What follows belongs to an exercise in optimizing a design on an open flow for small area; a production flow would make more cautious choices. The RTL was checked by simulation tests, not by an equivalence proof against the original design. No activity file was given, so power comes from the tool's default toggle rates.

==> module CPU, before the edit <==
module CPU (
    input [15:0] inst,
    input clk,
    input rst,
    input enable,
    input [15:0] data_in_memory,
    output read_write_memory,
    output [15:0] data_out_memory,
    output [8:0] addr,
    output reg [7:0] PC
);
    reg Z, N, C;
    reg Z_lazy;
    reg [15:0] register_A;
    reg [15:0] register_B;
    wire [3:0] op = inst[15:12];
    wire [15:0] A = register_A;
    wire [15:0] B = register_B;
    wire is_ld   = op == 4'b0000;
    wire is_st   = op == 4'b0001;
    wire is_inc  = op == 4'b0010;
    wire is_br   = op == 4'b0011;
    wire is_add  = op == 4'b0100;
    wire is_sub  = op == 4'b0101;
    wire is_or   = op == 4'b0110;
    wire is_and  = op == 4'b0111;
    wire is_xor  = op == 4'b1000;
    wire is_shr  = op == 4'b1001;
    wire is_mov  = op == 4'b1010;
    wire is_exch = op == 4'b1011;
    wire is_cmp  = op == 4'b1100;
    wire is_set  = op == 4'b1101;
    wire is_clr  = op == 4'b1110;
    wire inc_b = is_inc & inst[11];
    wire arith = is_inc | is_add | is_sub | is_cmp;
    wire subm  = is_sub | is_cmp;
    wire logic_op = is_or | is_and | is_xor;
    wire flag_a = is_inc | is_add | is_sub | logic_op;    
    wire xB = (is_st | is_inc) & inst[11];
    wire xS = is_shr;
    wire xA = ~(is_ld | is_exch | is_shr | ((is_st | is_inc) & inst[11]));
    wire [15:0] X;
    assign addr = inst[8:0];
    assign data_out_memory = X;
    assign read_write_memory = enable & is_st;
    wire yB  = (is_add | logic_op | is_exch);
    wire yNB = subm;
    wire yD  = is_ld & ~inst[10];
    wire yIL = (is_inc | is_ld & inst[10] & ~inst[9]);
    wire yIH = is_ld & inst[10] & inst[9];
    wire [15:0] imm = {inst[7:0], inst[7:0]};
    wire [15:0] p, po, g;    
    genvar i;
    generate for (i = 0; i < 16; i = i + 1) begin : gs
        wire sh = (i == 15) ? 1'b0 : A[i+1];
        wire yI = (i < 8) ? yIL : yIH;
        CPU_op uo (.a(A[i]), .a1(sh), .b(B[i]), .d(data_in_memory[i]), .im(imm[i]),
                   .xA(xA), .xB(xB), .yS(xS), .yB(yB), .yNB(yNB), .yD(yD), .yI(yI),
                   .kill(rst), .x(X[i]), .p(p[i]), .po(po[i]), .g(g[i]));
    end endgenerate
    wire [15:0] c;                
    wire [15:0] nc;               
    wire [8:0] cg;
    wire [8:0] ncg;
    assign cg[0] = yNB;
    generate for (i = 0; i < 8; i = i + 1) begin : gc
        wire gg = g[2*i+1] | (po[2*i+1] & g[2*i]);
        wire pp = po[2*i+1] & po[2*i];
        if (i % 2 == 0) begin
            if (i < 7) CPU_cy_e us (.p(pp), .g(gg), .ci(cg[i]), .nco(ncg[i+1]));
            CPU_cy_e ui (.p(po[2*i]), .g(g[2*i]), .ci(cg[i]), .nco(nc[2*i+1]));
            assign c[2*i] = cg[i];
        end else begin
            if (i < 7) CPU_cy_o us (.np(~pp), .ng(~gg), .nci(ncg[i]), .co(cg[i+1]));
            CPU_ci_o ui (.p(po[2*i]), .g(g[2*i]), .nci(ncg[i]), .co(c[2*i+1]));
            assign nc[2*i] = ncg[i];
        end
    end endgenerate
    wire k_ar  = arith & ~rst;
    wire k_or  = is_or & ~rst;
    wire k_and = is_and & ~rst;
    wire [15:0] F;
    generate for (i = 0; i < 16; i = i + 1) begin : gf
        if ((i % 4 == 0) || (i % 4 == 3))
            CPU_fb_e uf (.p(p[i]), .g(g[i]), .po(po[i]), .c(c[i]), .kar(k_ar), .kor(k_or), .kand(k_and), .f(F[i]));
        else
            CPU_fb_o uf (.p(p[i]), .g(g[i]), .po(po[i]), .nc(nc[i]), .kar(k_ar), .kor(k_or), .kand(k_and), .f(F[i]));
    end endgenerate
    wire wA = rst | enable & ((is_inc & ~inst[11]) | is_add | is_sub | logic_op | is_shr | is_exch | (is_ld & ~inst[11]));
    wire wB = rst | enable & (inc_b | is_mov | is_exch | (is_ld & inst[11]));
    wire [15:0] A_n = wA ? F : A;
    wire [15:0] B_n = wB ? ((is_exch & ~rst) ? A : F) : B;
    wire zA = A == 16'h0000;
    wire Zeff = Z_lazy ? zA : Z;
    wire zcmp = &p;                        
    wire s15 = F[15];
    wire a15 = A[15];
    wire b15 = B[15];
    reg Z_n, Zl_n, N0, N1, C0, C1;
    always @(*) begin
        Z_n = Z; Zl_n = Z_lazy;
        N0 = N; N1 = N; C0 = C; C1 = C;
        if (rst) begin
            Z_n = 1'b0; Zl_n = 1'b0;
            N0 = 1'b0; N1 = 1'b0; C0 = 1'b0; C1 = 1'b0;
        end
        else if (enable) begin
            Z_n = Zeff; Zl_n = 1'b0;
            if (flag_a) Zl_n = 1'b1;
            if (flag_a & ~inc_b | is_cmp) begin
                N0 = 1'b0; N1 = 1'b1;
                C0 = a15 | b15; C1 = a15 & b15;
            end
            if (inc_b) begin
                N0 = a15; N1 = a15;
                C0 = 1'b0; C1 = 1'b1;
            end
            if (is_cmp) Z_n = zcmp;
            if (is_shr) begin C0 = A[0]; C1 = A[0]; end
            if (is_set) begin
                if (inst[10]) Z_n = 1'b1;
                if (inst[9])  begin N0 = 1'b1; N1 = 1'b1; end
                if (inst[8])  begin C0 = 1'b1; C1 = 1'b1; end
            end
            if (is_clr) begin
                if (inst[10]) Z_n = 1'b0;
                if (inst[9])  begin N0 = 1'b0; N1 = 1'b0; end
                if (inst[8])  begin C0 = 1'b0; C1 = 1'b0; end
            end
        end
    end
    wire N_n, C_n;
    CPU_mx un (.s(s15), .a0(N0), .a1(N1), .y(N_n));
    CPU_mx uc (.s(s15), .a0(C0), .a1(C1), .y(C_n));
    wire [7:0] PC_n;
    CPU_pcn upc (.PC(PC), .inst(inst), .Z(Zeff), .N(N), .C(C), .is_br(is_br), .enable(enable), .rst(rst), .PC_n(PC_n));
    always @(posedge clk) begin
        PC <= PC_n;
        register_A <= A_n;
        register_B <= B_n;
        Z <= Z_n;
        Z_lazy <= Zl_n;
        N <= N_n;
        C <= C_n;
    end
endmodule
==> module CPU_ci_o, before the edit <==
module CPU_ci_o (input p, input g, input nci, output co);
    assign co = g | (p & ~nci);
endmodule
Settings: LEC_CHECK=0, ABC_AREA=1, CAP_MARGIN=20, CORE_MARGIN=2, CORE_UTILIZATION=60, GPL_TIMING_DRIVEN=0, PLACE_DENSITY=0.8, SETUP_SLACK_MARGIN=0.03, SLEW_MARGIN=20, SYNTH_HIERARCHICAL=1; clock period 5.0 ns.
standard.sh (not shown) runs the stock make flow with config.mk's settings and CLKGATE_MAP_FILE= SYNTH_SCRIPT=/design/flow/synth_recipe.tcl, a recipe that flattens the netlist after the stock synthesis.
==> flow/flow/run.sh <==
#!/bin/bash
# Own layout flow: the standard flow (standard.sh) with
#  - synthesis through flow/synth.tcl (ABC script flow/abc.script, no
#    extract_fa),
#  - port buffers and pass-through buffers of sky130_fd_sc_hd__buf_1,
#  - synthesis buffers removed at floorplan instead of an early timing repair.
# Make's full output goes to flow_make.log; each ORFS step keeps its own log
# under orfs/logs/.
set -euo pipefail
W=$(pwd)
bash standard.sh "SYNTH_SCRIPT=$W/flow/synth.tcl" \
  "BUFFER_PORTS_ARGS=-buffer_cell sky130_fd_sc_hd__buf_1" \
  "MIN_BUF_CELL_AND_PORTS=sky130_fd_sc_hd__buf_1 A X" \
  REMOVE_ABC_BUFFERS=1 \
  finish > "$W/flow_make.log" 2>&1
==> flow/flow/abc.script <==
strash
&get -n
&deepsyn -T 10
&put
dch -f
&get -n
&nf -R 1000
&put
==> flow/flow/synth.tcl <==
# The standard synthesis (synth_recipe.tcl) with two changes: ABC maps
# with this folder's abc.script, and Yosys's extract_fa is skipped, so the
# adders stay plain gates for ABC to map.
set flow_dir [file dirname [file normalize [info script]]]
proc abc {args} {
  global flow_dir
  set i [lsearch -exact $args -script]
  if { $i >= 0 } { lset args [expr {$i + 1}] $flow_dir/abc.script }
  # weak _0 cells that have a _1 cell of the same area
  foreach c {o21ai_0 and2_0 or2_0 a21boi_0} { lappend args -dont_use sky130_fd_sc_hd__$c }
  yosys abc {*}$args
}
proc extract_fa {args} {}
source [file dirname $flow_dir]/synth_recipe.tcl
==> next run, changes <==
--- a/flow/design.v
+++ b/flow/design.v
@@ -70,13 +70,13 @@
         if (i % 2 == 0) begin
             if (i < 7) CPU_cy_e us (.p(pp), .g(gg), .ci(cg[i]), .nco(ncg[i+1]));
             CPU_cy_e ui (.p(po[2*i]), .g(g[2*i]), .ci(cg[i]), .nco(nc[2*i+1]));
             assign c[2*i] = cg[i];
         end else begin
             if (i < 7) CPU_cy_o us (.np(~pp), .ng(~gg), .nci(ncg[i]), .co(cg[i+1]));
-            CPU_ci_o ui (.p(po[2*i]), .g(g[2*i]), .nci(ncg[i]), .co(c[2*i+1]));
+            CPU_cy_o ui (.np(~po[2*i]), .ng(~g[2*i]), .nci(ncg[i]), .co(c[2*i+1]));
             assign nc[2*i] = ncg[i];
         end
     end endgenerate
     wire k_ar  = arith & ~rst;
     wire k_or  = is_or & ~rst;
     wire k_and = is_and & ~rst;
@@ -154,15 +154,12 @@
 module CPU_fb_e (input p, input g, input po, input c, input kar, input kor, input kand, output f);
     assign f = p ^ ((c & kar) | (g & kor) | (po & kand));
 endmodule
 module CPU_fb_o (input p, input g, input po, input nc, input kar, input kor, input kand, output f);
     assign f = p ^ ((~nc & kar) | (g & kor) | (po & kand));
 endmodule
-module CPU_ci_o (input p, input g, input nci, output co);
-    assign co = g | (p & ~nci);
-endmodule
 module CPU_mx (input s, input a0, input a1, output y);
     assign y = s ? a1 : a0;
 endmodule
 module CPU_pcn (input [7:0] PC, input [15:0] inst, input Z, input N, input C, input is_br, input enable, input rst, output [7:0] PC_n);
     wire t0 = (inst[10] == Z) | (inst[9] == N) | (inst[8] == C) | (inst[10:8] == 3'b000);
     wire t1 = (inst[10] & ~Z) | (inst[9] & ~N) | (inst[8] & ~C) | (inst[10:8] == 3'b111);
The changed run finished clean.
Total power came out lower by a few percent.
Routed wire length came out lower by a few percent.
Worst hold slack improves by 35 ps.
Maximum frequency came out higher slightly.
Final area came out lower slightly.
Setup slack improves by 43 ps.

afterwards: timing with drivers on the ports:
In the flow no input, the clock included, has a driving cell. The finished layouts below were timed again as built, in two steps. Step 1 assumes that a clkbuf_16 drives the clock port and a buf_2 every other input. Step 2 adds t to the input delays and takes it off the output delays; t is the mean of the earliest and latest rising clock arrival at the registers after step 1. Input paths then give back, and output paths get back, about the clock's delay inside the block. Slacks: no drivers / after step 1 / after step 2; pairs: no drivers / after step 1.
run | t, ns | setup slack, ns | clock arrival spread, ns
the first run | 0.337 | 0.113 / 0.122 / -0.215 | 0.012 / 0.012
the second run | 0.336 | 0.156 / 0.135 / -0.201 | 0.006 / 0.005
With both steps, setup timing fails in the first run and the second run, where it was met with ideal ports. For the second run, which loses most, drivers alone change the setup slack by -0.021 ns; drivers and shift together by -0.357 ns.
